This design comes from an exercise in tuning for small area, a short achievable clock period and few clock cycles on the open sky130 flow, not from production work.
No functional check of the RTL was part of any run shown here.
Power is estimated from default activity; no workload was simulated.

## flow/design.v (module list and top-level ports; edited modules follow where they fit)
// module qdec_Arith_decoder: 798 lines
// module qdec_lps_tab: 1335 lines
module qdec_Arith_decoder (
    input  logic        clk,
    input  logic        rst_n,
    input  logic        arithInit,  
    input  logic        dec_run,    
    input  logic        EPMode,     
    input  logic [6:0]  ctxState,   
    output logic        dec_rdy,    
    output logic        ruiBin,
    output logic        ruiBin_vld,
    output logic [6:0]  ctxStateUpdate,
    input  logic [7:0]  bitstreamFetch,
    input  logic        bitstreamFetch_vld,
    output logic        bitstreamFetch_rdy
);
  // ...
==> flow/run.sh <==
#!/bin/bash
# synth_recipe.tcl (not shown) runs the flow's synth.tcl, then flattens the netlist and writes it again
# the make line also repeats each setting of config.mk as NAME=value (left out here)
make -C /OpenROAD-flow-scripts/flow DESIGN_CONFIG=/design/flow/config.mk WORK_HOME=/design/flow/orfs CLKGATE_MAP_FILE= SYNTH_SCRIPT=/design/flow/synth_recipe.tcl finish
==> flow/config.mk <==
export PLATFORM = sky130hd
export DESIGN_NAME = qdec_Arith_decoder
export DESIGN_NICKNAME = qdec_Arith_decoder
export VERILOG_FILES = /design/flow/design.v
export SDC_FILE = /design/flow/constraint.sdc
export NUM_CORES = 4
export LEC_CHECK = 0
export ABC_AREA = 1
export CAP_MARGIN = 20
export CORE_MARGIN = 2
export CORE_UTILIZATION = 40
export SETUP_SLACK_MARGIN = 4
export SLEW_MARGIN = 20
==> flow/constraint.sdc <==
create_clock -name core_clock -period 8.0 [get_ports {clk}]
set_input_delay 1.6000 -clock core_clock [delete_from_list [all_inputs] [get_ports {clk}]]
set_output_delay 1.6000 -clock core_clock [all_outputs]
set_load 0.01 [all_outputs]
==> run summary, run 1 <==
top cell family by delay on the critical path simple AND/OR/NAND/NOR gates; Register Area between 1500 and 2000 µm²; EDFF count, synth 40; Largest Register uiDist; worst skew pair latency between 0.3 and 0.4 ns; placed instance area 9090 µm²; PD cells 272 nW/µm²; Total GRT Usage 27.5%; most frequent cells in the layout nand2_1, nand3_1, inv_1; area delta synth->final 30.4%; top-count cell post-synth nand2_1; fmax 216 MHz; Comb pwr share between 60% and 70%; TAP cells 270; Die Ht 148 µm; Die X roughly 150 µm; syn nets 1469; CTS Root Cell clkbuf_16; first-pass GRT wire length 48200 µm; status complete, no violations; comb pwr about 1.9 mW; Fill cells 1986; Met2 Routed Length 13900 µm; Tcrit/Tclk final 57.9%; hold buffers post-CTS 0; clk slew on worst S/H paths about 0.070 ns; clk cell area share 3.02%; R2R Setup Slk 3.50 ns; Worst Path Buf+Inv 7; Cell Area, Synth roughly 8300 µm²; Die Area 22000 µm²; Leak Pwr roughly 5.0 nW; Non-CTS inverters 136; r2r worst-path depth 32; Pins Over Slew Limit 0; WL/cell between 15 and 20 µm; met1 usage 38.4%; row count between 50 and 60; Seq area share 15.5%; CP Launch Type input port
==> inputs of run 2 (changes only) <==
--- a/flow/design.v
+++ b/flow/design.v
@@ -8,798 +8,133 @@
     output logic        dec_rdy,    
     output logic        ruiBin,
     output logic        ruiBin_vld,
     output logic [6:0]  ctxStateUpdate,
     input  logic [7:0]  bitstreamFetch,
     input  logic        bitstreamFetch_vld,
     output logic        bitstreamFetch_rdy
 );
-function automatic logic [7:0] lps_rom(input logic [7:0] i);
-    case(i)
-    8'd0: lps_rom = 8'd128;
-    8'd1: lps_rom = 8'd176;
-    8'd2: lps_rom = 8'd208;
-    8'd3: lps_rom = 8'd240;
-    8'd4: lps_rom = 8'd128;
-    8'd5: lps_rom = 8'd167;
-    8'd6: lps_rom = 8'd197;
-    8'd7: lps_rom = 8'd227;
-    8'd8: lps_rom = 8'd128;
-    8'd9: lps_rom = 8'd158;
-    8'd10: lps_rom = 8'd187;
-    8'd11: lps_rom = 8'd216;
-    8'd12: lps_rom = 8'd123;
-    8'd13: lps_rom = 8'd150;
-    8'd14: lps_rom = 8'd178;
-    8'd15: lps_rom = 8'd205;
-    8'd16: lps_rom = 8'd116;
-    8'd17: lps_rom = 8'd142;
-    8'd18: lps_rom = 8'd169;
-    8'd19: lps_rom = 8'd195;
-    8'd20: lps_rom = 8'd111;
-    8'd21: lps_rom = 8'd135;
-    8'd22: lps_rom = 8'd160;
-    8'd23: lps_rom = 8'd185;
-    8'd24: lps_rom = 8'd105;
-    8'd25: lps_rom = 8'd128;
-    8'd26: lps_rom = 8'd152;
-    8'd27: lps_rom = 8'd175;
-    8'd28: lps_rom = 8'd100;
-    8'd29: lps_rom = 8'd122;
-    8'd30: lps_rom = 8'd144;
-    8'd31: lps_rom = 8'd166;
-    8'd32: lps_rom = 8'd95;
-    8'd33: lps_rom = 8'd116;
-    8'd34: lps_rom = 8'd137;
-    8'd35: lps_rom = 8'd158;
-    8'd36: lps_rom = 8'd90;
-    8'd37: lps_rom = 8'd110;
-    8'd38: lps_rom = 8'd130;
-    8'd39: lps_rom = 8'd150;
-    8'd40: lps_rom = 8'd85;
-    8'd41: lps_rom = 8'd104;
-    8'd42: lps_rom = 8'd123;
-    8'd43: lps_rom = 8'd142;
-    8'd44: lps_rom = 8'd81;
-    8'd45: lps_rom = 8'd99;
-    8'd46: lps_rom = 8'd117;
-    8'd47: lps_rom = 8'd135;
-    8'd48: lps_rom = 8'd77;
-    8'd49: lps_rom = 8'd94;
-    8'd50: lps_rom = 8'd111;
-    8'd51: lps_rom = 8'd128;
-    8'd52: lps_rom = 8'd73;
-    8'd53: lps_rom = 8'd89;
-    8'd54: lps_rom = 8'd105;
-    8'd55: lps_rom = 8'd122;
-    8'd56: lps_rom = 8'd69;
-    8'd57: lps_rom = 8'd85;
-    8'd58: lps_rom = 8'd100;
-    8'd59: lps_rom = 8'd116;
-    8'd60: lps_rom = 8'd66;
-    8'd61: lps_rom = 8'd80;
-    8'd62: lps_rom = 8'd95;
-    8'd63: lps_rom = 8'd110;
-    8'd64: lps_rom = 8'd62;
-    8'd65: lps_rom = 8'd76;
-    8'd66: lps_rom = 8'd90;
-    8'd67: lps_rom = 8'd104;
-    8'd68: lps_rom = 8'd59;
-    8'd69: lps_rom = 8'd72;
-    8'd70: lps_rom = 8'd86;
-    8'd71: lps_rom = 8'd99;
-    8'd72: lps_rom = 8'd56;
-    8'd73: lps_rom = 8'd69;
-    8'd74: lps_rom = 8'd81;
-    8'd75: lps_rom = 8'd94;
-    8'd76: lps_rom = 8'd53;
-    8'd77: lps_rom = 8'd65;
-    8'd78: lps_rom = 8'd77;
-    8'd79: lps_rom = 8'd89;
-    8'd80: lps_rom = 8'd51;
-    8'd81: lps_rom = 8'd62;
-    8'd82: lps_rom = 8'd73;
-    8'd83: lps_rom = 8'd85;
-    8'd84: lps_rom = 8'd48;
-    8'd85: lps_rom = 8'd59;
-    8'd86: lps_rom = 8'd69;
-    8'd87: lps_rom = 8'd80;
-    8'd88: lps_rom = 8'd46;
-    8'd89: lps_rom = 8'd56;
-    8'd90: lps_rom = 8'd66;
-    8'd91: lps_rom = 8'd76;
-    8'd92: lps_rom = 8'd43;
-    8'd93: lps_rom = 8'd53;
-    8'd94: lps_rom = 8'd63;
-    8'd95: lps_rom = 8'd72;
-    8'd96: lps_rom = 8'd41;
-    8'd97: lps_rom = 8'd50;
-    8'd98: lps_rom = 8'd59;
-    8'd99: lps_rom = 8'd69;
-    8'd100: lps_rom = 8'd39;
-    8'd101: lps_rom = 8'd48;
-    8'd102: lps_rom = 8'd56;
-    8'd103: lps_rom = 8'd65;
-    8'd104: lps_rom = 8'd37;
-    8'd105: lps_rom = 8'd45;
-    8'd106: lps_rom = 8'd54;
-    8'd107: lps_rom = 8'd62;
-    8'd108: lps_rom = 8'd35;
-    8'd109: lps_rom = 8'd43;
-    8'd110: lps_rom = 8'd51;
-    8'd111: lps_rom = 8'd59;
-    8'd112: lps_rom = 8'd33;
-    8'd113: lps_rom = 8'd41;
-    8'd114: lps_rom = 8'd48;
-    8'd115: lps_rom = 8'd56;
-    8'd116: lps_rom = 8'd32;
-    8'd117: lps_rom = 8'd39;
-    8'd118: lps_rom = 8'd46;
-    8'd119: lps_rom = 8'd53;
-    8'd120: lps_rom = 8'd30;
-    8'd121: lps_rom = 8'd37;
-    8'd122: lps_rom = 8'd43;
-    8'd123: lps_rom = 8'd50;
-    8'd124: lps_rom = 8'd29;
-    8'd125: lps_rom = 8'd35;
-    8'd126: lps_rom = 8'd41;
-    8'd127: lps_rom = 8'd48;
-    8'd128: lps_rom = 8'd27;
-    8'd129: lps_rom = 8'd33;
-    8'd130: lps_rom = 8'd39;
-    8'd131: lps_rom = 8'd45;
-    8'd132: lps_rom = 8'd26;
-    8'd133: lps_rom = 8'd31;
-    8'd134: lps_rom = 8'd37;
-    8'd135: lps_rom = 8'd43;
-    8'd136: lps_rom = 8'd24;
-    8'd137: lps_rom = 8'd30;
-    8'd138: lps_rom = 8'd35;
-    8'd139: lps_rom = 8'd41;
-    8'd140: lps_rom = 8'd23;
-    8'd141: lps_rom = 8'd28;
-    8'd142: lps_rom = 8'd33;
-    8'd143: lps_rom = 8'd39;
-    8'd144: lps_rom = 8'd22;
-    8'd145: lps_rom = 8'd27;
-    8'd146: lps_rom = 8'd32;
-    8'd147: lps_rom = 8'd37;
-    8'd148: lps_rom = 8'd21;
-    8'd149: lps_rom = 8'd26;
-    8'd150: lps_rom = 8'd30;
-    8'd151: lps_rom = 8'd35;
-    8'd152: lps_rom = 8'd20;
-    8'd153: lps_rom = 8'd24;
-    8'd154: lps_rom = 8'd29;
-    8'd155: lps_rom = 8'd33;
-    8'd156: lps_rom = 8'd19;
-    8'd157: lps_rom = 8'd23;
-    8'd158: lps_rom = 8'd27;
-    8'd159: lps_rom = 8'd31;
-    8'd160: lps_rom = 8'd18;
-    8'd161: lps_rom = 8'd22;
-    8'd162: lps_rom = 8'd26;
-    8'd163: lps_rom = 8'd30;
-    8'd164: lps_rom = 8'd17;
-    8'd165: lps_rom = 8'd21;
-    8'd166: lps_rom = 8'd25;
-    8'd167: lps_rom = 8'd28;
-    8'd168: lps_rom = 8'd16;
-    8'd169: lps_rom = 8'd20;
-    8'd170: lps_rom = 8'd23;
-    8'd171: lps_rom = 8'd27;
-    8'd172: lps_rom = 8'd15;
-    8'd173: lps_rom = 8'd19;
-    8'd174: lps_rom = 8'd22;
-    8'd175: lps_rom = 8'd25;
-    8'd176: lps_rom = 8'd14;
-    8'd177: lps_rom = 8'd18;
-    8'd178: lps_rom = 8'd21;
-    8'd179: lps_rom = 8'd24;
-    8'd180: lps_rom = 8'd14;
-    8'd181: lps_rom = 8'd17;
-    8'd182: lps_rom = 8'd20;
-    8'd183: lps_rom = 8'd23;
-    8'd184: lps_rom = 8'd13;
-    8'd185: lps_rom = 8'd16;
-    8'd186: lps_rom = 8'd19;
-    8'd187: lps_rom = 8'd22;
-    8'd188: lps_rom = 8'd12;
-    8'd189: lps_rom = 8'd15;
-    8'd190: lps_rom = 8'd18;
-    8'd191: lps_rom = 8'd21;
-    8'd192: lps_rom = 8'd12;
-    8'd193: lps_rom = 8'd14;
-    8'd194: lps_rom = 8'd17;
-    8'd195: lps_rom = 8'd20;
-    8'd196: lps_rom = 8'd11;
-    8'd197: lps_rom = 8'd14;
-    8'd198: lps_rom = 8'd16;
-    8'd199: lps_rom = 8'd19;
-    8'd200: lps_rom = 8'd11;
-    8'd201: lps_rom = 8'd13;
-    8'd202: lps_rom = 8'd15;
-    8'd203: lps_rom = 8'd18;
-    8'd204: lps_rom = 8'd10;
-    8'd205: lps_rom = 8'd12;
-    8'd206: lps_rom = 8'd15;
-    8'd207: lps_rom = 8'd17;
-    8'd208: lps_rom = 8'd10;
-    8'd209: lps_rom = 8'd12;
-    8'd210: lps_rom = 8'd14;
-    8'd211: lps_rom = 8'd16;
-    8'd212: lps_rom = 8'd9;
-    8'd213: lps_rom = 8'd11;
-    8'd214: lps_rom = 8'd13;
-    8'd215: lps_rom = 8'd15;
-    8'd216: lps_rom = 8'd9;
-    8'd217: lps_rom = 8'd11;
-    8'd218: lps_rom = 8'd12;
-    8'd219: lps_rom = 8'd14;
-    8'd220: lps_rom = 8'd8;
-    8'd221: lps_rom = 8'd10;
-    8'd222: lps_rom = 8'd12;
-    8'd223: lps_rom = 8'd14;
-    8'd224: lps_rom = 8'd8;
-    8'd225: lps_rom = 8'd9;
-    8'd226: lps_rom = 8'd11;
-    8'd227: lps_rom = 8'd13;
-    8'd228: lps_rom = 8'd7;
-    8'd229: lps_rom = 8'd9;
-    8'd230: lps_rom = 8'd11;
-    8'd231: lps_rom = 8'd12;
-    8'd232: lps_rom = 8'd7;
-    8'd233: lps_rom = 8'd9;
-    8'd234: lps_rom = 8'd10;
-    8'd235: lps_rom = 8'd12;
-    8'd236: lps_rom = 8'd7;
-    8'd237: lps_rom = 8'd8;
-    8'd238: lps_rom = 8'd10;
-    8'd239: lps_rom = 8'd11;
-    8'd240: lps_rom = 8'd6;
-    8'd241: lps_rom = 8'd8;
-    8'd242: lps_rom = 8'd9;
-    8'd243: lps_rom = 8'd11;
-    8'd244: lps_rom = 8'd6;
-    8'd245: lps_rom = 8'd7;
-    8'd246: lps_rom = 8'd9;
-    8'd247: lps_rom = 8'd10;
-    8'd248: lps_rom = 8'd6;
-    8'd249: lps_rom = 8'd7;
-    8'd250: lps_rom = 8'd8;
-    8'd251: lps_rom = 8'd9;
-    8'd252: lps_rom = 8'd2;
-    8'd253: lps_rom = 8'd2;
-    8'd254: lps_rom = 8'd2;
-    8'd255: lps_rom = 8'd2;
-    default: lps_rom = 8'd0;
-    endcase
-endfunction
-function automatic logic [2:0] renorm_rom(input logic [7:0] i);
-    case(i)
-    8'd0: renorm_rom = 3'd1;
-    8'd1: renorm_rom = 3'd1;
-    8'd2: renorm_rom = 3'd1;
-    8'd3: renorm_rom = 3'd1;
-    8'd4: renorm_rom = 3'd1;
-    8'd5: renorm_rom = 3'd1;
-    8'd6: renorm_rom = 3'd1;
-    8'd7: renorm_rom = 3'd1;
-    8'd8: renorm_rom = 3'd1;
-    8'd9: renorm_rom = 3'd1;
-    8'd10: renorm_rom = 3'd1;
-    8'd11: renorm_rom = 3'd1;
-    8'd12: renorm_rom = 3'd2;
-    8'd13: renorm_rom = 3'd1;
-    8'd14: renorm_rom = 3'd1;
-    8'd15: renorm_rom = 3'd1;
-    8'd16: renorm_rom = 3'd2;
-    8'd17: renorm_rom = 3'd1;
-    8'd18: renorm_rom = 3'd1;
-    8'd19: renorm_rom = 3'd1;
-    8'd20: renorm_rom = 3'd2;
-    8'd21: renorm_rom = 3'd1;
-    8'd22: renorm_rom = 3'd1;
-    8'd23: renorm_rom = 3'd1;
-    8'd24: renorm_rom = 3'd2;
-    8'd25: renorm_rom = 3'd1;
-    8'd26: renorm_rom = 3'd1;
-    8'd27: renorm_rom = 3'd1;
-    8'd28: renorm_rom = 3'd2;
-    8'd29: renorm_rom = 3'd2;
-    8'd30: renorm_rom = 3'd1;
-    8'd31: renorm_rom = 3'd1;
-    8'd32: renorm_rom = 3'd2;
-    8'd33: renorm_rom = 3'd2;
-    8'd34: renorm_rom = 3'd1;
-    8'd35: renorm_rom = 3'd1;
-    8'd36: renorm_rom = 3'd2;
-    8'd37: renorm_rom = 3'd2;
-    8'd38: renorm_rom = 3'd1;
-    8'd39: renorm_rom = 3'd1;
-    8'd40: renorm_rom = 3'd2;
-    8'd41: renorm_rom = 3'd2;
-    8'd42: renorm_rom = 3'd2;
-    8'd43: renorm_rom = 3'd1;
-    8'd44: renorm_rom = 3'd2;
-    8'd45: renorm_rom = 3'd2;
-    8'd46: renorm_rom = 3'd2;
-    8'd47: renorm_rom = 3'd1;
-    8'd48: renorm_rom = 3'd2;
-    8'd49: renorm_rom = 3'd2;
-    8'd50: renorm_rom = 3'd2;
-    8'd51: renorm_rom = 3'd1;
-    8'd52: renorm_rom = 3'd2;
-    8'd53: renorm_rom = 3'd2;
-    8'd54: renorm_rom = 3'd2;
-    8'd55: renorm_rom = 3'd2;
-    8'd56: renorm_rom = 3'd2;
-    8'd57: renorm_rom = 3'd2;
-    8'd58: renorm_rom = 3'd2;
-    8'd59: renorm_rom = 3'd2;
-    8'd60: renorm_rom = 3'd2;
-    8'd61: renorm_rom = 3'd2;
-    8'd62: renorm_rom = 3'd2;
-    8'd63: renorm_rom = 3'd2;
-    8'd64: renorm_rom = 3'd3;
-    8'd65: renorm_rom = 3'd2;
-    8'd66: renorm_rom = 3'd2;
-    8'd67: renorm_rom = 3'd2;
-    8'd68: renorm_rom = 3'd3;
-    8'd69: renorm_rom = 3'd2;
-    8'd70: renorm_rom = 3'd2;
-    8'd71: renorm_rom = 3'd2;
-    8'd72: renorm_rom = 3'd3;
-    8'd73: renorm_rom = 3'd2;
-    8'd74: renorm_rom = 3'd2;
-    8'd75: renorm_rom = 3'd2;
-    8'd76: renorm_rom = 3'd3;
-    8'd77: renorm_rom = 3'd2;
-    8'd78: renorm_rom = 3'd2;
-    8'd79: renorm_rom = 3'd2;
-    8'd80: renorm_rom = 3'd3;
-    8'd81: renorm_rom = 3'd3;
-    8'd82: renorm_rom = 3'd2;
-    8'd83: renorm_rom = 3'd2;
-    8'd84: renorm_rom = 3'd3;
-    8'd85: renorm_rom = 3'd3;
-    8'd86: renorm_rom = 3'd2;
-    8'd87: renorm_rom = 3'd2;
-    8'd88: renorm_rom = 3'd3;
-    8'd89: renorm_rom = 3'd3;
-    8'd90: renorm_rom = 3'd2;
-    8'd91: renorm_rom = 3'd2;
-    8'd92: renorm_rom = 3'd3;
-    8'd93: renorm_rom = 3'd3;
-    8'd94: renorm_rom = 3'd3;
-    8'd95: renorm_rom = 3'd2;
-    8'd96: renorm_rom = 3'd3;
-    8'd97: renorm_rom = 3'd3;
-    8'd98: renorm_rom = 3'd3;
-    8'd99: renorm_rom = 3'd2;
-    8'd100: renorm_rom = 3'd3;
-    8'd101: renorm_rom = 3'd3;
-    8'd102: renorm_rom = 3'd3;
-    8'd103: renorm_rom = 3'd2;
-    8'd104: renorm_rom = 3'd3;
-    8'd105: renorm_rom = 3'd3;
-    8'd106: renorm_rom = 3'd3;
-    8'd107: renorm_rom = 3'd3;
-    8'd108: renorm_rom = 3'd3;
-    8'd109: renorm_rom = 3'd3;
-    8'd110: renorm_rom = 3'd3;
-    8'd111: renorm_rom = 3'd3;
-    8'd112: renorm_rom = 3'd3;
-    8'd113: renorm_rom = 3'd3;
-    8'd114: renorm_rom = 3'd3;
-    8'd115: renorm_rom = 3'd3;
-    8'd116: renorm_rom = 3'd3;
-    8'd117: renorm_rom = 3'd3;
-    8'd118: renorm_rom = 3'd3;
-    8'd119: renorm_rom = 3'd3;
-    8'd120: renorm_rom = 3'd4;
-    8'd121: renorm_rom = 3'd3;
-    8'd122: renorm_rom = 3'd3;
-    8'd123: renorm_rom = 3'd3;
-    8'd124: renorm_rom = 3'd4;
-    8'd125: renorm_rom = 3'd3;
-    8'd126: renorm_rom = 3'd3;
-    8'd127: renorm_rom = 3'd3;
-    8'd128: renorm_rom = 3'd4;
-    8'd129: renorm_rom = 3'd3;
-    8'd130: renorm_rom = 3'd3;
-    8'd131: renorm_rom = 3'd3;
-    8'd132: renorm_rom = 3'd4;
-    8'd133: renorm_rom = 3'd4;
-    8'd134: renorm_rom = 3'd3;
-    8'd135: renorm_rom = 3'd3;
-    8'd136: renorm_rom = 3'd4;
-    8'd137: renorm_rom = 3'd4;
-    8'd138: renorm_rom = 3'd3;
-    8'd139: renorm_rom = 3'd3;
-    8'd140: renorm_rom = 3'd4;
-    8'd141: renorm_rom = 3'd4;
-    8'd142: renorm_rom = 3'd3;
-    8'd143: renorm_rom = 3'd3;
-    8'd144: renorm_rom = 3'd4;
-    8'd145: renorm_rom = 3'd4;
-    8'd146: renorm_rom = 3'd3;
-    8'd147: renorm_rom = 3'd3;
-    8'd148: renorm_rom = 3'd4;
-    8'd149: renorm_rom = 3'd4;
-    8'd150: renorm_rom = 3'd4;
-    8'd151: renorm_rom = 3'd3;
-    8'd152: renorm_rom = 3'd4;
-    8'd153: renorm_rom = 3'd4;
-    8'd154: renorm_rom = 3'd4;
-    8'd155: renorm_rom = 3'd3;
-    8'd156: renorm_rom = 3'd4;
-    8'd157: renorm_rom = 3'd4;
-    8'd158: renorm_rom = 3'd4;
-    8'd159: renorm_rom = 3'd4;
-    8'd160: renorm_rom = 3'd4;
-    8'd161: renorm_rom = 3'd4;
-    8'd162: renorm_rom = 3'd4;
-    8'd163: renorm_rom = 3'd4;
-    8'd164: renorm_rom = 3'd4;
-    8'd165: renorm_rom = 3'd4;
-    8'd166: renorm_rom = 3'd4;
-    8'd167: renorm_rom = 3'd4;
-    8'd168: renorm_rom = 3'd4;
-    8'd169: renorm_rom = 3'd4;
-    8'd170: renorm_rom = 3'd4;
-    8'd171: renorm_rom = 3'd4;
-    8'd172: renorm_rom = 3'd5;
-    8'd173: renorm_rom = 3'd4;
-    8'd174: renorm_rom = 3'd4;
-    8'd175: renorm_rom = 3'd4;
-    8'd176: renorm_rom = 3'd5;
-    8'd177: renorm_rom = 3'd4;
-    8'd178: renorm_rom = 3'd4;
-    8'd179: renorm_rom = 3'd4;
-    8'd180: renorm_rom = 3'd5;
-    8'd181: renorm_rom = 3'd4;
-    8'd182: renorm_rom = 3'd4;
-    8'd183: renorm_rom = 3'd4;
-    8'd184: renorm_rom = 3'd5;
-    8'd185: renorm_rom = 3'd4;
-    8'd186: renorm_rom = 3'd4;
-    8'd187: renorm_rom = 3'd4;
-    8'd188: renorm_rom = 3'd5;
-    8'd189: renorm_rom = 3'd5;
-    8'd190: renorm_rom = 3'd4;
-    8'd191: renorm_rom = 3'd4;
-    8'd192: renorm_rom = 3'd5;
-    8'd193: renorm_rom = 3'd5;
-    8'd194: renorm_rom = 3'd4;
-    8'd195: renorm_rom = 3'd4;
-    8'd196: renorm_rom = 3'd5;
-    8'd197: renorm_rom = 3'd5;
-    8'd198: renorm_rom = 3'd4;
-    8'd199: renorm_rom = 3'd4;
-    8'd200: renorm_rom = 3'd5;
-    8'd201: renorm_rom = 3'd5;
-    8'd202: renorm_rom = 3'd5;
-    8'd203: renorm_rom = 3'd4;
-    8'd204: renorm_rom = 3'd5;
-    8'd205: renorm_rom = 3'd5;
-    8'd206: renorm_rom = 3'd5;
-    8'd207: renorm_rom = 3'd4;
-    8'd208: renorm_rom = 3'd5;
-    8'd209: renorm_rom = 3'd5;
-    8'd210: renorm_rom = 3'd5;
-    8'd211: renorm_rom = 3'd4;
-    8'd212: renorm_rom = 3'd5;
-    8'd213: renorm_rom = 3'd5;
-    8'd214: renorm_rom = 3'd5;
-    8'd215: renorm_rom = 3'd5;
-    8'd216: renorm_rom = 3'd5;
-    8'd217: renorm_rom = 3'd5;
-    8'd218: renorm_rom = 3'd5;
-    8'd219: renorm_rom = 3'd5;
-    8'd220: renorm_rom = 3'd5;
-    8'd221: renorm_rom = 3'd5;
-    8'd222: renorm_rom = 3'd5;
-    8'd223: renorm_rom = 3'd5;
-    8'd224: renorm_rom = 3'd5;
-    8'd225: renorm_rom = 3'd5;
-    8'd226: renorm_rom = 3'd5;
-    8'd227: renorm_rom = 3'd5;
-    8'd228: renorm_rom = 3'd6;
-    8'd229: renorm_rom = 3'd5;
-    8'd230: renorm_rom = 3'd5;
-    8'd231: renorm_rom = 3'd5;
-    8'd232: renorm_rom = 3'd6;
-    8'd233: renorm_rom = 3'd5;
-    8'd234: renorm_rom = 3'd5;
-    8'd235: renorm_rom = 3'd5;
-    8'd236: renorm_rom = 3'd6;
-    8'd237: renorm_rom = 3'd5;
-    8'd238: renorm_rom = 3'd5;
-    8'd239: renorm_rom = 3'd5;
-    8'd240: renorm_rom = 3'd6;
-    8'd241: renorm_rom = 3'd5;
-    8'd242: renorm_rom = 3'd5;
-    8'd243: renorm_rom = 3'd5;
-    8'd244: renorm_rom = 3'd6;
-    8'd245: renorm_rom = 3'd6;
-    8'd246: renorm_rom = 3'd5;
-    8'd247: renorm_rom = 3'd5;
-    8'd248: renorm_rom = 3'd6;
-    8'd249: renorm_rom = 3'd6;
-    8'd250: renorm_rom = 3'd5;
-    8'd251: renorm_rom = 3'd5;
-    8'd252: renorm_rom = 3'd6;
-    8'd253: renorm_rom = 3'd6;
-    8'd254: renorm_rom = 3'd6;
-    8'd255: renorm_rom = 3'd6;
-    default: renorm_rom = 3'd0;
-    endcase
-endfunction
-function automatic logic [6:0] nxt_lps_rom(input logic [6:0] i);
-    case(i)
-    7'd0: nxt_lps_rom = 7'd1;
-    7'd1: nxt_lps_rom = 7'd0;
-    7'd2: nxt_lps_rom = 7'd0;
-    7'd3: nxt_lps_rom = 7'd1;
-    7'd4: nxt_lps_rom = 7'd2;
-    7'd5: nxt_lps_rom = 7'd3;
-    7'd6: nxt_lps_rom = 7'd4;
-    7'd7: nxt_lps_rom = 7'd5;
-    7'd8: nxt_lps_rom = 7'd4;
-    7'd9: nxt_lps_rom = 7'd5;
-    7'd10: nxt_lps_rom = 7'd8;
-    7'd11: nxt_lps_rom = 7'd9;
-    7'd12: nxt_lps_rom = 7'd8;
-    7'd13: nxt_lps_rom = 7'd9;
-    7'd14: nxt_lps_rom = 7'd10;
-    7'd15: nxt_lps_rom = 7'd11;
-    7'd16: nxt_lps_rom = 7'd12;
-    7'd17: nxt_lps_rom = 7'd13;
-    7'd18: nxt_lps_rom = 7'd14;
-    7'd19: nxt_lps_rom = 7'd15;
-    7'd20: nxt_lps_rom = 7'd16;
-    7'd21: nxt_lps_rom = 7'd17;
-    7'd22: nxt_lps_rom = 7'd18;
-    7'd23: nxt_lps_rom = 7'd19;
-    7'd24: nxt_lps_rom = 7'd18;
-    7'd25: nxt_lps_rom = 7'd19;
-    7'd26: nxt_lps_rom = 7'd22;
-    7'd27: nxt_lps_rom = 7'd23;
-    7'd28: nxt_lps_rom = 7'd22;
-    7'd29: nxt_lps_rom = 7'd23;
-    7'd30: nxt_lps_rom = 7'd24;
-    7'd31: nxt_lps_rom = 7'd25;
-    7'd32: nxt_lps_rom = 7'd26;
-    7'd33: nxt_lps_rom = 7'd27;
-    7'd34: nxt_lps_rom = 7'd26;
-    7'd35: nxt_lps_rom = 7'd27;
-    7'd36: nxt_lps_rom = 7'd30;
-    7'd37: nxt_lps_rom = 7'd31;
-    7'd38: nxt_lps_rom = 7'd30;
-    7'd39: nxt_lps_rom = 7'd31;
-    7'd40: nxt_lps_rom = 7'd32;
-    7'd41: nxt_lps_rom = 7'd33;
-    7'd42: nxt_lps_rom = 7'd32;
-    7'd43: nxt_lps_rom = 7'd33;
-    7'd44: nxt_lps_rom = 7'd36;
-    7'd45: nxt_lps_rom = 7'd37;
-    7'd46: nxt_lps_rom = 7'd36;
-    7'd47: nxt_lps_rom = 7'd37;
-    7'd48: nxt_lps_rom = 7'd38;
-    7'd49: nxt_lps_rom = 7'd39;
-    7'd50: nxt_lps_rom = 7'd38;
-    7'd51: nxt_lps_rom = 7'd39;
-    7'd52: nxt_lps_rom = 7'd42;
-    7'd53: nxt_lps_rom = 7'd43;
-    7'd54: nxt_lps_rom = 7'd42;
-    7'd55: nxt_lps_rom = 7'd43;
-    7'd56: nxt_lps_rom = 7'd44;
-    7'd57: nxt_lps_rom = 7'd45;
-    7'd58: nxt_lps_rom = 7'd44;
-    7'd59: nxt_lps_rom = 7'd45;
-    7'd60: nxt_lps_rom = 7'd46;
-    7'd61: nxt_lps_rom = 7'd47;
-    7'd62: nxt_lps_rom = 7'd48;
-    7'd63: nxt_lps_rom = 7'd49;
-    7'd64: nxt_lps_rom = 7'd48;
-    7'd65: nxt_lps_rom = 7'd49;
-    7'd66: nxt_lps_rom = 7'd50;
-    7'd67: nxt_lps_rom = 7'd51;
-    7'd68: nxt_lps_rom = 7'd52;
-    7'd69: nxt_lps_rom = 7'd53;
-    7'd70: nxt_lps_rom = 7'd52;
-    7'd71: nxt_lps_rom = 7'd53;
-    7'd72: nxt_lps_rom = 7'd54;
-    7'd73: nxt_lps_rom = 7'd55;
-    7'd74: nxt_lps_rom = 7'd54;
-    7'd75: nxt_lps_rom = 7'd55;
-    7'd76: nxt_lps_rom = 7'd56;
-    7'd77: nxt_lps_rom = 7'd57;
-    7'd78: nxt_lps_rom = 7'd58;
-    7'd79: nxt_lps_rom = 7'd59;
-    7'd80: nxt_lps_rom = 7'd58;
-    7'd81: nxt_lps_rom = 7'd59;
-    7'd82: nxt_lps_rom = 7'd60;
-    7'd83: nxt_lps_rom = 7'd61;
-    7'd84: nxt_lps_rom = 7'd60;
-    7'd85: nxt_lps_rom = 7'd61;
-    7'd86: nxt_lps_rom = 7'd60;
-    7'd87: nxt_lps_rom = 7'd61;
-    7'd88: nxt_lps_rom = 7'd62;
-    7'd89: nxt_lps_rom = 7'd63;
-    7'd90: nxt_lps_rom = 7'd64;
-    7'd91: nxt_lps_rom = 7'd65;
-    7'd92: nxt_lps_rom = 7'd64;
-    7'd93: nxt_lps_rom = 7'd65;
-    7'd94: nxt_lps_rom = 7'd66;
-    7'd95: nxt_lps_rom = 7'd67;
-    7'd96: nxt_lps_rom = 7'd66;
-    7'd97: nxt_lps_rom = 7'd67;
-    7'd98: nxt_lps_rom = 7'd66;
-    7'd99: nxt_lps_rom = 7'd67;
-    7'd100: nxt_lps_rom = 7'd68;
-    7'd101: nxt_lps_rom = 7'd69;
-    7'd102: nxt_lps_rom = 7'd68;
-    7'd103: nxt_lps_rom = 7'd69;
-    7'd104: nxt_lps_rom = 7'd70;
-    7'd105: nxt_lps_rom = 7'd71;
-    7'd106: nxt_lps_rom = 7'd70;
-    7'd107: nxt_lps_rom = 7'd71;
-    7'd108: nxt_lps_rom = 7'd70;
-    7'd109: nxt_lps_rom = 7'd71;
-    7'd110: nxt_lps_rom = 7'd72;
-    7'd111: nxt_lps_rom = 7'd73;
-    7'd112: nxt_lps_rom = 7'd72;
-    7'd113: nxt_lps_rom = 7'd73;
-    7'd114: nxt_lps_rom = 7'd72;
-    7'd115: nxt_lps_rom = 7'd73;
-    7'd116: nxt_lps_rom = 7'd74;
-    7'd117: nxt_lps_rom = 7'd75;
-    7'd118: nxt_lps_rom = 7'd74;
-    7'd119: nxt_lps_rom = 7'd75;
-    7'd120: nxt_lps_rom = 7'd74;
-    7'd121: nxt_lps_rom = 7'd75;
-    7'd122: nxt_lps_rom = 7'd76;
-    7'd123: nxt_lps_rom = 7'd77;
-    7'd124: nxt_lps_rom = 7'd76;
-    7'd125: nxt_lps_rom = 7'd77;
-    7'd126: nxt_lps_rom = 7'd126;
-    7'd127: nxt_lps_rom = 7'd127;
-    default: nxt_lps_rom = 7'd0;
-    endcase
-endfunction
 localparam logic [1:0] S_IDLE  = 2'd0;  
 localparam logic [1:0] S_INIT0 = 2'd1;  
 localparam logic [1:0] S_INIT1 = 2'd2;  
 localparam logic [1:0] S_READY = 2'd3;  
 logic [1:0]  state;
 logic [15:0] uiDist;
 logic [7:0]  uiRange;
 logic [2:0]  bitsNeeded;  
 logic [1:0]  numByte;
 logic [7:0]  byteMem0, byteMem1;
 logic        rdPtr;
-logic [7:0]  byte0, byte1;  
+logic [7:0]  byte0;         
 logic        fetch;
-logic [1:0]  popInit;       
+logic        popInit;       
 logic        popBin;        
 logic [1:0]  numKeep, numTake;
 assign bitstreamFetch_rdy = (numByte != 2'd2);
 assign fetch = bitstreamFetch_vld & bitstreamFetch_rdy;
 assign byte0 = rdPtr ? byteMem1 : byteMem0;
-assign byte1 = rdPtr ? byteMem0 : byteMem1;
-assign numKeep = numByte - popInit + {1'b0, fetch};
+assign numKeep = numByte - {1'b0, popInit} + {1'b0, fetch};
 assign numTake = numByte - 2'd1 + {1'b0, fetch};
 always_ff @(posedge clk)
     if(!rst_n) begin
         numByte <= 2'd0;
         rdPtr   <= 1'b0;
     end
     else begin
         numByte <= popBin ? numTake : numKeep;
-        rdPtr   <= rdPtr ^ popInit[0] ^ popBin;
+        rdPtr   <= rdPtr ^ popInit ^ popBin;
     end
 always_ff @(posedge clk)
     if(fetch) begin
         if(rdPtr ^ numByte[0]) byteMem1 <= bitstreamFetch;
         else byteMem0 <= bitstreamFetch;
     end
 logic haveByte, accept, accept_ep, accept_reg;
 assign haveByte   = (numByte != 2'd0);
 assign dec_rdy    = (state == S_READY) & haveByte;
 assign accept     = dec_run & dec_rdy;
 assign accept_ep  = accept & EPMode;
 assign accept_reg = accept & !EPMode;
 logic [23:0] distX;
 assign distX = {uiDist, 8'hFF} & ~({16'h0, byte0} << bitsNeeded);
 logic [7:0]  uiLPS;
 logic [2:0]  numBits;
-logic [8:0]  distMps;    
-logic        isMps;
+logic [9:0]  subHi;      
+logic [10:0] diffHi;     
+logic        borrow;
 logic [8:0]  rangeMps;   
 logic        renormMps;
-logic [23:0] distLps;
-logic [3:0]  bitsLps;
+logic [23:0] distSel;
+logic [8:0]  rangeSel;
+logic [2:0]  shiftBy;
+logic [23:0] distNext;
+logic [8:0]  rangeNext;
+logic [3:0]  bitsLps, bitsMps, bitsNext;
 qdec_lps_tab u_lps(.i({ctxState[6:1], uiRange[7:6]}), .lps(uiLPS), .nb(numBits));
-assign distMps   = distX[23:15] - {1'b0, uiLPS};
-assign isMps     = !(distX[23:15] < {1'b0, uiLPS});
+assign subHi     = EPMode ? {2'b01, uiRange} : {1'b0, uiLPS, 1'b0};
+assign diffHi    = {1'b0, distX[23:14]} - {1'b0, subHi};
+assign borrow    = diffHi[10];
 assign rangeMps  = {1'b1, uiRange} - {1'b0, uiLPS};
-assign renormMps = (uiLPS > uiRange);
-assign distLps   = distX << numBits;
+assign renormMps = !rangeMps[8];
+assign distSel   = borrow ? distX : {diffHi[9:0], distX[13:0]};
+assign rangeSel  = borrow ? {1'b0, uiLPS} : rangeMps;
+assign shiftBy   = EPMode ? 3'd1 : borrow ? numBits : {2'b00, renormMps};
+assign distNext  = distSel << shiftBy;
+assign rangeNext = rangeSel << shiftBy;
 assign bitsLps   = {1'b0, bitsNeeded} + {1'b0, numBits};
-logic [9:0]  distEp;
-logic        epBin;
-assign distEp = distX[23:14] - {1'b0, 1'b1, uiRange};
-assign epBin  = (distX[23:14] < {1'b0, 1'b1, uiRange});
+assign bitsMps   = {1'b0, bitsNeeded} + 4'd1;
+assign bitsNext  = (EPMode | (!borrow & renormMps)) ? bitsMps :
+                   borrow ? bitsLps : {1'b0, bitsNeeded};
 always_comb begin
     popInit = 2'd0;
     popBin  = 1'b0;
-    if(state == S_INIT0 || arithInit) popInit = numByte;
-    else if(state == S_INIT1) popInit = {1'b0, haveByte};
-    else if(accept_ep) popBin = (bitsNeeded == 3'd7);
-    else if(accept_reg) popBin = isMps ? (renormMps & (bitsNeeded == 3'd7)) : bitsLps[3];
+    if(state == S_INIT0 || state == S_INIT1 || arithInit) popInit = haveByte;
+    else if(accept) popBin = bitsNext[3];
 end
 always_ff @(posedge clk)
     if(!rst_n) state <= S_IDLE;
     else if(arithInit || state == S_INIT0) begin
-        if(numByte == 2'd2) state <= S_READY;
-        else if(numByte == 2'd1) state <= S_INIT1;
+        if(haveByte) state <= S_INIT1;
         else state <= S_INIT0;
     end
     else if(state == S_INIT1) begin
         if(haveByte) state <= S_READY;
     end
 always_ff @(posedge clk)
     if(arithInit || state == S_INIT0) begin
         uiRange    <= 8'd254;  
         bitsNeeded <= 3'd0;
-        if(numByte == 2'd2) uiDist <= {8'hFE - byte0, ~byte1};
-        else if(numByte == 2'd1) uiDist[15:8] <= 8'hFE - byte0;
+        if(haveByte) uiDist[15:8] <= 8'hFE - byte0;
     end
     else if(state == S_INIT1) begin
         if(haveByte) uiDist[7:0] <= ~byte0;
     end
-    else if(accept_ep) begin
-        uiDist     <= epBin ? distX[22:7] : {distEp[8:0], distX[13:7]};
-        bitsNeeded <= bitsNeeded + 3'd1;
-    end
-    else if(accept_reg) begin
-        if(isMps) begin
-            if(renormMps) begin
-                uiRange    <= {rangeMps[6:0], 1'b0};
-                uiDist     <= {distMps[7:0], distX[14:7]};
-                bitsNeeded <= bitsNeeded + 3'd1;
-            end
-            else begin
-                uiRange    <= rangeMps[7:0];
-                uiDist     <= {distMps, distX[14:8]};
-            end
-        end
-        else begin
-            uiRange    <= uiLPS << numBits;
-            uiDist     <= distLps[23:8];
-            bitsNeeded <= bitsLps[2:0];
-        end
+    else if(accept) begin
+        uiDist     <= distNext[23:8];
+        bitsNeeded <= bitsNext[2:0];
+        if(!EPMode) uiRange <= rangeNext[7:0];
     end
 logic [6:0] resState;
 logic       resMps;
 logic [6:0] nxtMps;  
+logic [6:0] nxtLps;  
+logic [5:0] nxtLpsIdx;
 assign nxtMps = {(resState[6:1] >= 6'd62) ? resState[6:1] : resState[6:1] + 6'd1, resState[0]};
+qdec_nxt_lps_tab u_nxt_lps(.i(resState[6:1]), .nl(nxtLpsIdx));
+assign nxtLps = {nxtLpsIdx, resState[0] ^ (resState[6:1] == 6'd0)};
 always_ff @(posedge clk)
     if(!rst_n) ruiBin_vld <= 1'b0;
     else ruiBin_vld <= accept;
-always_ff @(posedge clk)
-    if(accept) begin
-        resState <= {ctxState[6:1], ctxState[0] | EPMode};
-        resMps   <= EPMode ? epBin : isMps;
-    end
+always_ff @(posedge clk) begin
+    resState <= {ctxState[6:1], ctxState[0] & !EPMode};
+    resMps   <= !borrow;
+end
 assign ruiBin = !(resState[0] ^ resMps);
-assign ctxStateUpdate = resMps ? nxtMps : nxt_lps_rom(resState);
+assign ctxStateUpdate = resMps ? nxtMps : nxtLps;
 endmodule
 module qdec_lps_tab(i, lps, nb);
   input [7:0] i;
   output [7:0] lps;
   output [2:0] nb;
   wire n0, n1, n2, n3, n4, n5, n6, n7, n8, n9, n10, n11, n12, n13, n14, n15;
   wire n16, n17, n18, n19, n20, n21, n22, n23, n24, n25, n26, n27, n28, n29, n30, n31;
   wire n32, n33, n34, n35, n36, n37, n38, n39, n40, n41, n42, n43, n44, n45, n46, n47;
@@ -2126,8 +1461,302 @@
   assign n1235 = n1236 & n1237;
   assign n1238 = n1239 & n1240;
   assign lps[0] = n1235 | n1238;
   assign n1236 = ~n1085;
   assign n1237 = ~n1232;
   assign n1239 = ~n1144;
   assign n1240 = ~n1232;
 endmodule
+module qdec_nxt_lps_tab(i, nl);
+  input [5:0] i;
+  output [5:0] nl;
+  wire n0, n1, n2, n3, n4, n5, n6, n7, n8, n9, n10, n11, n12, n13, n14, n15;
+  wire n16, n17, n18, n19, n20, n21, n22, n23, n24, n25, n26, n27, n28, n29, n30, n31;
+  wire n32, n33, n34, n35, n36, n37, n38, n39, n40, n41, n42, n43, n44, n45, n46, n47;
+  wire n48, n49, n50, n51, n52, n53, n54, n55, n56, n57, n58, n59, n60, n61, n62, n63;
+  wire n64, n65, n66, n67, n68, n69, n70, n71, n72, n73, n74, n75, n76, n77, n78, n79;
+  wire n80, n81, n82, n83, n84, n85, n86, n87, n88, n89, n90, n91, n92, n93, n94, n95;
+  wire n96, n97, n98, n99, n100, n101, n102, n103, n104, n105, n106, n107, n108, n109, n110, n111;
+  wire n112, n113, n114, n115, n116, n117, n118, n119, n120, n121, n122, n123, n124, n125, n126, n127;
+  wire n128, n129, n130, n131, n132, n133, n134, n135, n136, n137, n138, n139, n140, n141, n142, n143;
+  wire n144, n145, n146, n147, n148, n149, n150, n151, n152, n153, n154, n155, n156, n157, n158, n159;
+  wire n160, n161, n162, n163, n164, n165, n166, n167, n168, n169, n170, n171, n172, n173, n174, n175;
+  wire n176, n177, n178, n179, n180, n181, n182, n183, n184, n185, n186, n187, n188, n189, n190, n191;
+  wire n192, n193, n194, n195, n196, n197, n198, n199, n200, n201, n202, n203, n204, n205, n206, n207;
+  wire n208, n209, n210, n211, n212, n213, n214, n215, n216, n217, n218, n219, n220, n221, n222, n223;
+  wire n224, n225, n226, n227, n228, n229, n230, n231, n232, n233, n234, n235, n236, n237, n238, n239;
+  wire n240, n241, n242, n243, n244, n245, n246, n247, n248, n249, n250, n251, n252, n253, n254, n255;
+  wire n256, n257, n258, n259, n260, n261, n262, n263, n264, n265, n266;
+  assign n0 = ~i[4];
+  assign n1 = ~i[0];
+  assign n2 = ~i[1];
+  assign n3 = ~i[2];
+  assign n4 = n5 & n6;
+  assign n7 = n8 & n9;
+  assign n10 = n4 | n7;
+  assign n5 = ~n1;
+  assign n6 = ~n3;
+  assign n8 = ~n2;
+  assign n9 = ~n3;
+  assign n11 = n12 | n13;
+  assign n12 = ~n10;
+  assign n13 = ~i[3];
+  assign n14 = n15 & n16;
+  assign n17 = n14 & n18;
+  assign n15 = ~n3;
+  assign n16 = ~n1;
+  assign n18 = ~n2;
+  assign n19 = ~n17;
+  assign n20 = ~i[3];
+  assign n21 = n22 & n23;
+  assign n22 = ~i[4];
+  assign n23 = ~n3;
+  assign n24 = ~n21;
+  assign n25 = n26 | n27;
+  assign n26 = ~n3;
+  assign n27 = ~i[4];
+  assign n28 = n29 | n30;
+  assign n29 = ~n24;
+  assign n30 = ~n25;
+  assign n31 = n32 & n33;
+  assign n32 = ~n20;
+  assign n33 = ~n28;
+  assign n34 = ~n31;
+  assign n35 = n36 & n37;
+  assign n36 = ~n19;
+  assign n37 = ~n34;
+  assign n38 = n39 & n40;
+  assign n41 = n42 & n43;
+  assign n44 = n45 & n46;
+  assign n47 = n38 | n41;
+  assign n48 = n47 | n44;
+  assign n39 = ~n0;
+  assign n40 = ~n35;
+  assign n42 = ~i[5];
+  assign n43 = ~n35;
+  assign n45 = ~n11;
+  assign n46 = ~n35;
+  assign n49 = n50 & n51;
+  assign n50 = ~i[5];
+  assign n51 = ~n0;
+  assign n52 = n53 & n54;
+  assign n55 = n52 | n56;
+  assign n53 = ~i[3];
+  assign n54 = ~i[2];
+  assign n56 = ~n49;
+  assign nl[4] = n57 | n58;
+  assign n57 = ~n48;
+  assign n58 = ~n55;
+  assign n59 = n60 & n61;
+  assign n60 = ~i[5];
+  assign n61 = ~n20;
+  assign n62 = ~n59;
+  assign n63 = n64 & n65;
+  assign n66 = n67 & n68;
+  assign n69 = n63 | n66;
+  assign n64 = ~n24;
+  assign n65 = ~n62;
+  assign n67 = ~n2;
+  assign n68 = ~n62;
+  assign n70 = n71 & n72;
+  assign n73 = n70 | n74;
+  assign n71 = ~n49;
+  assign n72 = ~n69;
+  assign n74 = ~n55;
+  assign nl[3] = n75 | n76;
+  assign n75 = ~n48;
+  assign n76 = ~n73;
+  assign n77 = ~i[5];
+  assign n78 = n79 & n80;
+  assign n81 = n78 & n82;
+  assign n79 = ~n20;
+  assign n80 = ~n77;
+  assign n82 = ~n10;
+  assign n83 = ~n69;
+  assign n84 = n85 & n86;
+  assign n87 = n88 & n89;
+  assign n90 = n84 | n87;
+  assign n85 = ~n10;
+  assign n86 = ~n83;
+  assign n88 = ~n19;
+  assign n89 = ~n83;
+  assign n91 = n92 & n93;
+  assign n94 = n95 & n96;
+  assign n97 = n91 | n94;
+  assign n92 = ~i[4];
+  assign n93 = ~n90;
+  assign n95 = ~n81;
+  assign n96 = ~n90;
+  assign n98 = n99 & n100;
+  assign n101 = n98 | n102;
+  assign n99 = ~n20;
+  assign n100 = ~n1;
+  assign n102 = ~n2;
+  assign n103 = n104 | n105;
+  assign n104 = ~n24;
+  assign n105 = ~n101;
+  assign n106 = n107 & n108;
+  assign n109 = n106 | n110;
+  assign n111 = n109 | n112;
+  assign n107 = ~n3;
+  assign n108 = ~n101;
+  assign n110 = ~n62;
+  assign n112 = ~n103;
+  assign n113 = n114 & n115;
+  assign n116 = n117 & n118;
+  assign n119 = n120 & n121;
+  assign n122 = n123 & n124;
+  assign n125 = n113 | n116;
+  assign n126 = n125 | n119;
+  assign n127 = n126 | n122;
+  assign n114 = ~i[4];
+  assign n115 = ~n77;
+  assign n117 = ~i[4];
+  assign n118 = ~i[0];
+  assign n120 = ~i[1];
+  assign n121 = ~n77;
+  assign n123 = ~i[1];
+  assign n124 = ~i[0];
+  assign n128 = n129 & n130;
+  assign n129 = ~n20;
+  assign n130 = ~n127;
+  assign n131 = n132 & n133;
+  assign n132 = ~n49;
+  assign n133 = ~n128;
+  assign n134 = ~n131;
+  assign n135 = n136 & n137;
+  assign n136 = ~n19;
+  assign n137 = ~n134;
+  assign n138 = ~n135;
+  assign n139 = n140 | n141;
+  assign n142 = n139 | n143;
+  assign n140 = ~n97;
+  assign n141 = ~n111;
+  assign n143 = ~n138;
+  assign n144 = n145 | n146;
+  assign n145 = ~n135;
+  assign n146 = ~i[4];
+  assign n147 = n148 & n149;
+  assign n150 = n147 & n151;
+  assign n148 = ~i[3];
+  assign n149 = ~n2;
+  assign n151 = ~n24;
+  assign n152 = ~n150;
+  assign n153 = n154 & n155;
+  assign n156 = n153 & n157;
+  assign n158 = n159 & n160;
+  assign n161 = n158 & n162;
+  assign n163 = n164 & n165;
+  assign n166 = n163 & n167;
+  assign n168 = n169 & n170;
+  assign n171 = n168 & n172;
+  assign n173 = n156 | n161;
+  assign n174 = n173 | n166;
+  assign n175 = n174 | n171;
+  assign n154 = ~n1;
+  assign n155 = ~i[3];
+  assign n157 = ~i[5];
+  assign n159 = ~n1;
+  assign n160 = ~n2;
+  assign n162 = ~i[5];
+  assign n164 = ~i[2];
+  assign n165 = ~i[3];
+  assign n167 = ~i[5];
+  assign n169 = ~i[2];
+  assign n170 = ~n2;
+  assign n172 = ~i[5];
+  assign n176 = n177 & n178;
+  assign n179 = n180 & n181;
+  assign n182 = n176 | n179;
+  assign n177 = ~n28;
+  assign n178 = ~n81;
+  assign n180 = ~n175;
+  assign n181 = ~n81;
+  assign n183 = n184 & n185;
+  assign n186 = n183 | n187;
+  assign n188 = n186 | n189;
+  assign nl[2] = n188 | n190;
+  assign n184 = ~n34;
+  assign n185 = ~n142;
+  assign n187 = ~n144;
+  assign n189 = ~n152;
+  assign n190 = ~n182;
+  assign n191 = n192 & n193;
+  assign n192 = ~i[4];
+  assign n193 = ~i[0];
+  assign n194 = n195 & n196;
+  assign n195 = ~i[1];
+  assign n196 = ~n191;
+  assign n197 = n198 & n199;
+  assign n200 = n197 & n201;
+  assign n198 = ~i[4];
+  assign n199 = ~i[0];
+  assign n201 = ~n2;
+  assign n202 = n203 & n204;
+  assign n203 = ~n194;
+  assign n204 = ~n200;
+  assign n205 = n206 & n207;
+  assign n208 = n205 & n209;
+  assign n206 = ~i[3];
+  assign n207 = ~i[5];
+  assign n209 = ~n202;
+  assign nl[1] = n210 & n211;
+  assign n210 = ~n208;
+  assign n211 = ~n142;
+  assign n212 = n213 & n214;
+  assign n215 = n216 & n217;
+  assign n218 = n212 | n215;
+  assign n213 = ~n20;
+  assign n214 = ~n35;
+  assign n216 = ~n194;
+  assign n217 = ~n35;
+  assign n219 = n220 | n221;
+  assign n222 = n219 | n223;
+  assign n224 = n222 | n225;
+  assign n220 = ~n152;
+  assign n221 = ~i[2];
+  assign n223 = ~n1;
+  assign n225 = ~n11;
+  assign n226 = n227 | n228;
+  assign n229 = n226 | n230;
+  assign n227 = ~n191;
+  assign n228 = ~i[3];
+  assign n230 = ~n2;
+  assign n231 = n232 | n233;
+  assign n234 = n231 | n235;
+  assign n232 = ~n218;
+  assign n233 = ~n224;
+  assign n235 = ~n229;
+  assign n236 = n237 | n238;
+  assign n237 = ~n234;
+  assign n238 = ~i[5];
+  assign n239 = n240 | n241;
+  assign n240 = ~n208;
+  assign n241 = ~n1;
+  assign n242 = n243 & n244;
+  assign n245 = n246 & n247;
+  assign n248 = n242 | n245;
+  assign n243 = ~n239;
+  assign n244 = ~i[2];
+  assign n246 = ~n131;
+  assign n247 = ~i[2];
+  assign n249 = n250 & n251;
+  assign n252 = n249 | n253;
+  assign n250 = ~n83;
+  assign n251 = ~n175;
+  assign n253 = ~n138;
+  assign n254 = n255 & n256;
+  assign n257 = n254 | n258;
+  assign n255 = ~n248;
+  assign n256 = ~n252;
+  assign n258 = ~n144;
+  assign nl[0] = n259 | n260;
+  assign n259 = ~n236;
+  assign n260 = ~n257;
+  assign n261 = n262 & n263;
+  assign n264 = n265 & n266;
+  assign nl[5] = n261 | n264;
+  assign n262 = ~n11;
+  assign n263 = ~n77;
+  assign n265 = ~n0;
+  assign n266 = ~n77;
+endmodule
--- a/flow/config.mk
+++ b/flow/config.mk
@@ -4,10 +4,10 @@
 export VERILOG_FILES = /design/flow/design.v
 export SDC_FILE = /design/flow/constraint.sdc
 export NUM_CORES = 4
 export LEC_CHECK = 0
 export ABC_AREA = 1
 export CAP_MARGIN = 20
 export CORE_MARGIN = 2
 export CORE_UTILIZATION = 40
-export SETUP_SLACK_MARGIN = 4
+export SETUP_SLACK_MARGIN = 3
 export SLEW_MARGIN = 20
==> run 2 against run 1 <==
Effect of this change: non-clock buffer count fell by 6; final cell count fell by 13%; final area fell by 12%; wire length fell by 12%; worst hold slack improved by 0.030 ns; via count fell by 13%; first-iteration DRC count fell by 18%; flip-flop and latch count fell by 7; die area fell by 14%; area after synthesis fell by 14%; critical path type unchanged.
==> run summary, run 2 <==
Cell Area, Synth 7130 µm² (was 8330 µm²); row count 48 (was 52); synth warn 1 (unchanged); Yosys reg bits 57 (was 64); share of layout cells above drive strength 1 24.0% (was 22.2%); Max-cap violations 0 (unchanged); Post-Route WL 27700 µm (was 31600 µm); Port Buffer Count 31 (unchanged); min cycle time layout 5.32 ns (was 4.63 ns); Critical-path top delay cell ha_1 (was nor2_4); number of vias per cell 5.77 (about the same); worst skew pair latency 0.34 ns (was 0.35 ns); HP Class reg2reg (unchanged); TNS Setup 0 ns (unchanged); Worst path max stage delay 0.36 ns (was 0.23 ns); H-tree levels 3 (unchanged); largest net degree at the start of global routing 31 (was 30); ys async rst share 0% (unchanged); Post-synth top cells nand2_1, nand3_1, inv_1 (unchanged); Slew @ Worst Pin 1.02 ns (was 0.929 ns); vias in the first global route 7894 (was 9009); Hold Path Stages 2 (unchanged); total global routing overflow 0 (unchanged); post-route setup slack 2.68 ns (was 3.37 ns); area delta synth->final 34.7% (was 30.4%); Total GRT Usage 28.3% (was 27.5%); Tcrit/Tclk final 66.4% (was 57.9%); final-report hold violation count 0 (unchanged); io pins 32 (unchanged); post-detail-place hpwl 18800 µm (was 22300 µm); post-synth top area share 19.7% (was 19.3%); CP Launch Type input port (unchanged); Largest register FFs 16 (unchanged); Die Ht 138 µm (was 148 µm); status complete, no violations (unchanged); Die Area 18900 µm² (was 22000 µm²); DR pass1 iterations 6 (unchanged); antenna fix cells 0 (unchanged); initial antenna violation count 0 (unchanged); GPL Wtd Cong 0.991 (was 1.04); element type at the critical path end flip-flop (unchanged); core area 17400 µm² (was 20400 µm²); register area share after synthesis 20.5% (was 20.2%); Crit path required time 8.10 ns (was 8.22 ns); Clock Path Buffers 2 (unchanged); vias post-DR 8734 (was 10000); Largest Register uiDist (unchanged); PD cells 257 nW/µm² (was 272 nW/µm²); maximum vdd drop 0.158 mV (was 0.175 mV); CTS buffer count 9 (unchanged); EDFF count, synth 32 (was 40); Post-Syn Instances 1205 (was 1382); ranking of synthesized cells by area nand2_1, edfxtp_1, nand3_1 (unchanged); Synth Flop Type edfxtp_1 (unchanged); r2r worst-path depth 28 (was 32); crit path kind in2reg (unchanged); WL/cell 18.3 µm (was 18.2 µm); Setup WS pre-CTS 0.927 ns (was 1.29 ns); Final ANT Viol Nets 0 (unchanged); Yosys cell types 50 (was 55); top-count cell post-synth nand2_1 (unchanged); CTS sink cnt 57 (was 64); most frequent cells in the layout nand2_1, nand3_1, inv_1 (unchanged); CP max FO 6 (was 8); first-pass GRT wire length 41600 µm (was 48200 µm); Yosys top cell by area nand2_1 (unchanged); DRT iter0 DRCs 982 (was 1192); layout net count 1356 (was 1545); drt drc 0 (unchanged); commonest non-fill, non-tap cell in the layout nand2_1 (unchanged); Slew Limit Headroom 31.8% (was 37.8%); CP dominant cell by count nand2_1 (unchanged); Leak Pwr 4.34 nW (was 4.97 nW); RSZ-0062 raised after global routing yes (unchanged); Pins Over Slew Limit 0 (unchanged); Mean Syn Cell Area 5.92 µm² (was 6.03 µm²); hold buffers post-CTS 0 (unchanged); syn nets 1277 (was 1469); Setup Skew 0.00972 ns (was 0.00751 ns); CTS Root Cell clkbuf_16 (unchanged); CTS tree built (unchanged); Setup violations, final 0 (unchanged); Starting Density 41.1% (was 40.9%); fmax 188 MHz (was 216 MHz); Die X 138 µm (was 148 µm); clk slew on worst S/H paths 0.06 ns (was 0.07 ns); Total Power 2.47 mW (was 2.95 mW); CP arrival 5.41 ns (was 4.85 ns)
-- run 2: power by group --
group | switching (mW) | internal (mW) | total, mW
Combinational | 1.03 | 0.621 | 1.65
Sequential | 0.0566 | 0.399 | 0.456
Clock | 0.153 | 0.208 | 0.361
-- run 2: repair_timing --
item	4_1_cts	5_1_grt
gates resized for setup	113	224
pin swaps	28	76
setup buffers	29	32
endpoints found under the setup margin	31	30
hold endpoints to repair	0	0
cloned	8	4
-- run 2: logic make-up (layout without fill, tap and decap cells) --
logic type	after synthesis	in the layout	share of synthesized area [%]
AOI/OAI and AO/OA	200	200	15.2
xor gates and xnor gates	15	15	1.84
adders and majority gates	51	51	9.26
buffers and inverters	174	249	10.3
DFF	57	57	20.5
and+or+nand+nor	708	717	43.0
-- run 2: through the flow --
stage | instances | area, µm² | utilization, % | hold WS, ns
6_report | 1514 | 9610 | 55.4 | 0.521
5_1_grt | 1514 | 9610 | 55.4 | 0.539
4_1_cts | 1478 | 8410 | 48.5 | 0.514
3_5_place_dp | 1425 | 7590 | 43.7 | 0.506
3_3_place_gp | 1425 | 7590 | 43.7 | 0.506
2_1_floorplan | 1205 | 7190 | - | 0.459
-- run 2: worst max-delay path, delay by kind of cell --
family,cells,cell delay (ns)
AO/OA/AOI/OAI,4,0.61
AND/OR/NAND/NOR,18,1.84
adder cells (fa/ha/maj),2,0.60
buffers and inverters,7,0.73
-- run 2: layout make-up --
cell class                 instances  area, µm²
inverter                         129        551
clock buffer                       9        225
sequential                        57       1460
timing repair buffer             102       1000
fill                            1681       7750
clock inverter                     7       45.0
multi-input combinational        983       6020
timing repair inverter             2       17.5
tap                              225        282
-- run 2: path summary, 6_finish.rpt --
check	to	startpoint	slack, ns
setup / recovery	uiDist[13]	ctxState[3]	2.68
hold / removal	uiRange[0]	uiRange[0]	0.52
setup reg to reg	uiDist[13]	uiRange[7]	2.96
hold reg to reg	uiRange[0]	uiRange[0]	0.52
-- run 2: routing by layer --
layer / wire length [µm] / part of all wire (%) / track usage, % / vias up
met1: 11200 / 40 / 36.5 / 3912
met5: 0 / 0 / 0 / -
met3: 2330 / 8.4 / 4.38 / 126
li1: - / - / - / 4208
met2: 12800 / 46 / 46.5 / 488
met4: 1450 / 5.2 / 13.1 / 0

==> re-timing with driven ports <==
How much do the figures lean on ideal ports? The routed layouts below were timed once more, with nothing changed but the port constraints. Step 1 assumes that a clkbuf_16 drives the clock port and a buf_2 every other input. Step 2, shift: input delay + t, output delay - t, t = (earliest + latest rising clock arrival at the registers) / 2. This alone moves slack from input paths to output paths. a / b / c = no drivers / after step 1 / after step 2; a / b = the first two.
run	t, ns	setup slack, ns	worst register clock-pin slew, ns
run 1	0.385	3.372 / 3.332 / 2.947	0.07 / 0.07
run 2	0.379	2.685 / 2.669 / 2.291	0.06 / 0.06
After both steps every run listed still meets setup and hold. For run 1, which loses most, drivers alone change the setup slack by -0.040 ns; drivers and shift together by -0.425 ns.
